This design comes from an exercise in tuning for small area on the open sky130 flow, not from production work. In this exercise RTL edits were held to simulation tests only and were not proved equivalent to the original. The clock port is modelled as an ideal driver, which makes a skipped or thinned clock tree look cheaper than it is; a real chip needs a root buffer or a tree. Power figures rest on the tool's default switching activity, not on a simulated workload.

// Top_Upcounter
module Top_Upcounter (
    input clk,
    input reset,
    input [1:0] sw,
    output [3:0] seg_comm,
    output [7:0] seg
);
    wire run_stop = sw[0];
    wire clear = sw[1];
    reg p2;
    reg [4:0] q;
    reg [1:0] g;
    wire [1:0] sel = {g[1], g[1] ^ g[0]};
    reg run;
    reg pend;
    reg [3:0] r0, r1, r2, r3;
    wire q_in = (~q[0] & ~q[2] & ~q[3] & ~q[4]) | (q[0] & q[2] & ~q[4]) |
                (q[0] & ~q[2] & q[4]) | (~q[0] & q[2] & q[4]);
    wire q_m4 = (q[1] & q[3] & ~q[4]) | (~q[1] & ~q[3] & q[4]);
    wire q_24 = ~q[1] & ~q[2] & ~q[3] & q[4];
    wire tick2 = ~p2 & q_m4;
    wire tick1 = p2 & q_24 & g[1] & g[0];
    wire inc = ~clear & run_stop & tick1 & run;
    wire r0_zero = ~r0[3] & ~r0[2] & ~r0[1] & ~r0[0];
    wire r2_nine = r2[3] & r2[0];
    wire r3_nine = r3[3] & r3[0];
    wire c_hund = inc & r2_nine & r3_nine;
    wire c_turn = pend & (g[0] ? (g[1] ? (r2_nine & r3_nine & r0_zero) : 1'b0)
                               : (g[1] ? 1'b1 : r0_zero));
    wire [3:0] x = tick2 ? r1 : r0;
    wire turn = tick2 & ~clear;
    wire hold = ~tick2 & ~clear;
    wire [3:0] x_n;
    bcd_step U_step (.d(x), .e(tick2 ? c_turn : c_hund), .n(x_n));
    always @(posedge clk, posedge reset) begin
        if (reset) begin
            p2   <= 0;
            q    <= 0;
            g    <= 0;
            run  <= 0;
            pend <= 0;
            r0   <= 0;
            r1   <= 0;
            r2   <= 0;
            r3   <= 0;
        end else begin
            p2 <= ~p2;
            q <= {q[3:0], q_in};
            if (tick2) g <= {g[0], ~g[1]};
            run <= (run & (clear | run_stop)) | (~clear & run_stop & tick1);
            pend <= inc | (pend & ~clear & ~(tick2 & ~g[1] & ~g[0]));
            r0 <= {4{~clear}} & x_n;
            r1 <= ({4{turn}} & r2) | ({4{hold}} & r1);
            r2 <= ({4{turn}} & r3) | ({4{hold}} & r2);
  ...
Size in the first run: roughly 120 cells after synthesis, roughly 16 I/O pins, about 1100 um^2 of cells after synthesis.
clock: 125.0 ns
lec_check: 0
cap_margin: 20
cell_pad_in_sites_detail_placement: 2
cell_pad_in_sites_global_placement: 2
core_area: 2 2 62 62
die_area: 0 0 64 64
slew_margin: 20
standard.sh (not shown) runs the stock make flow with config.mk's settings and CLKGATE_MAP_FILE= SYNTH_SCRIPT=/design/flow/synth_recipe.tcl, a recipe that flattens the netlist after the stock synthesis.
==> flow/flow/run.sh <==
#!/bin/bash
# Own layout flow: the standard ORFS flow (standard.sh) with
#  - an area-oriented technology mapping in synthesis: the ABC script
#    flow/abc_area.script in place of ORFS's speed script, and no
#    half/full-adder extraction (ADDER_MAP_FILE empty);
#  - buf_1 cells as the port buffers;
#  - cells with a high fanout get the strongest variant of the same area
#    after floorplan (flow/upsize.tcl), so no buffers are added for slew;
#  - no dummy load cells in clock tree synthesis, and the tree cut down to
#    the leaf buffers, driven by the clock port and sized for slew
#    (flow/post_cts.tcl).
# Everything else, the registers and their names included, is the standard
# synthesis and layout. Each tool's output goes to orfs/logs and to the
# log files written here.
set -euo pipefail
W=$(pwd)
F=$W/flow
S=$W/synth_area

mkdir -p $S
# the standard synthesis script, with the ABC script argument replaced
python3 - "$FLOW_HOME/scripts/synth.tcl" "$S/synth_area.tcl" "$F/abc_area.script" <<'PY'
import sys
src, dst, abc = sys.argv[1:4]
s = open(src).read()
old = "  log_cmd abc {*}$abc_args"
assert s.count(old) == 1
s = s.replace(old, "  set abc_args [lreplace $abc_args 1 1 %s]\n%s" % (abc, old))
open(dst, "w").write(s)
PY
# The standard flow's synthesis wrapper, sourcing that script instead of ORFS's
sed "s|\$::env(SCRIPTS_DIR)/synth.tcl|$S/synth_area.tcl|" synth_recipe.tcl > $S/synth_top.tcl
grep -q "$S/synth_area.tcl" $S/synth_top.tcl

export CLK_MODE=leaves
export CLK_ROOT_CELLS="sky130_fd_sc_hd__buf_4 sky130_fd_sc_hd__buf_6 sky130_fd_sc_hd__buf_8"
export CLK_SLEW_TARGET_PS=120
export FANOUT_MIN=8
bash standard.sh \
    SYNTH_SCRIPT=$S/synth_top.tcl \
    ADDER_MAP_FILE= \
    "BUFFER_PORTS_ARGS=-buffer_cell sky130_fd_sc_hd__buf_1" \
    "CTS_ARGS=-sink_clustering_enable -repair_clock_nets -dont_use_dummy_load" \
    POST_FLOORPLAN_TCL=$F/upsize.tcl \
    POST_CTS_TCL=$F/post_cts.tcl \
    finish > $W/flow_make.log 2>&1
==> flow/flow/v10q.run <==
nohup: failed to run command './lflow.sh': No such file or directory
Other scripts of this flow, unchanged in this note and not shown: flow/flow/abc_area.script, flow/flow/post_cts.tcl, flow/flow/upsize.tcl
The starting point finished clean.
Next try:
--- a/flow/flow/run.sh
+++ b/flow/flow/run.sh
@@ -4,3 +4,4 @@
 #    flow/abc_area.script in place of ORFS's speed script, and no
-#    half/full-adder extraction (ADDER_MAP_FILE empty);
+#    half/full-adder extraction (ADDER_MAP_FILE empty), and o22ai_1 left
+#    out of ABC's cells;
 #  - buf_1 cells as the port buffers;
@@ -27,3 +28,5 @@
 assert s.count(old) == 1
-s = s.replace(old, "  set abc_args [lreplace $abc_args 1 1 %s]\n%s" % (abc, old))
+# ABC may not use o22ai_1: with it, the hold-or-turn muxes of the digit ring
+# map to o22ai plus an inverter per bit instead of one a22o
+s = s.replace(old, "  set abc_args [lreplace $abc_args 1 1 %s]\n  lappend abc_args -dont_use sky130_fd_sc_hd__o22ai_1\n%s" % (abc, old))
 open(dst, "w").write(s)
removed: flow/flow/v10q.run
After rerunning: The new run completed without violations. Clock skew stays flat. Sequential power hardly moves. Synthesized area fell by 1.2%. Global-route usage rose by 0.52 points. Critical path depth rose by 2. Clock power fell by about 1%. Core utilization fell by 0.41 points. Cell count fell by 7.1%. Clock-buffer cell count does not change. Maximum frequency fell by 0.56%. Routed wire length rose by 0.79%.

==> re-timing with driven ports <==
How much do the figures lean on ideal ports? The routed layouts below were timed once more, with nothing changed but the port constraints.
Step 1, drivers: a clkbuf_16 drives clk and a buf_2 each remaining input, both assumed.
Step 2 also shifts input and output timing later by t, the mid clock arrival at the registers, as if the neighbouring blocks saw the same clock.
Slacks: ideal / step 1 / step 2; pairs: ideal / step 1.
run | shift t [ns] | setup slack, ns | worst setup path at the end | latest minus earliest clock arrival (ns) | worst register clock-pin slew, ns
the first run | 0.154 | 98.464 / 98.478 / 98.324 | input to register | 0.010 / 0.009 | 0.10 / 0.10
the second run | 0.157 | 98.316 / 98.334 / 98.177 | input to register | 0.012 / 0.012 | 0.10 / 0.10
After both steps every run listed still meets setup and hold. The setup slack of the first run, which loses most, moves by +0.014 ns with the drivers and by -0.140 ns with both steps.
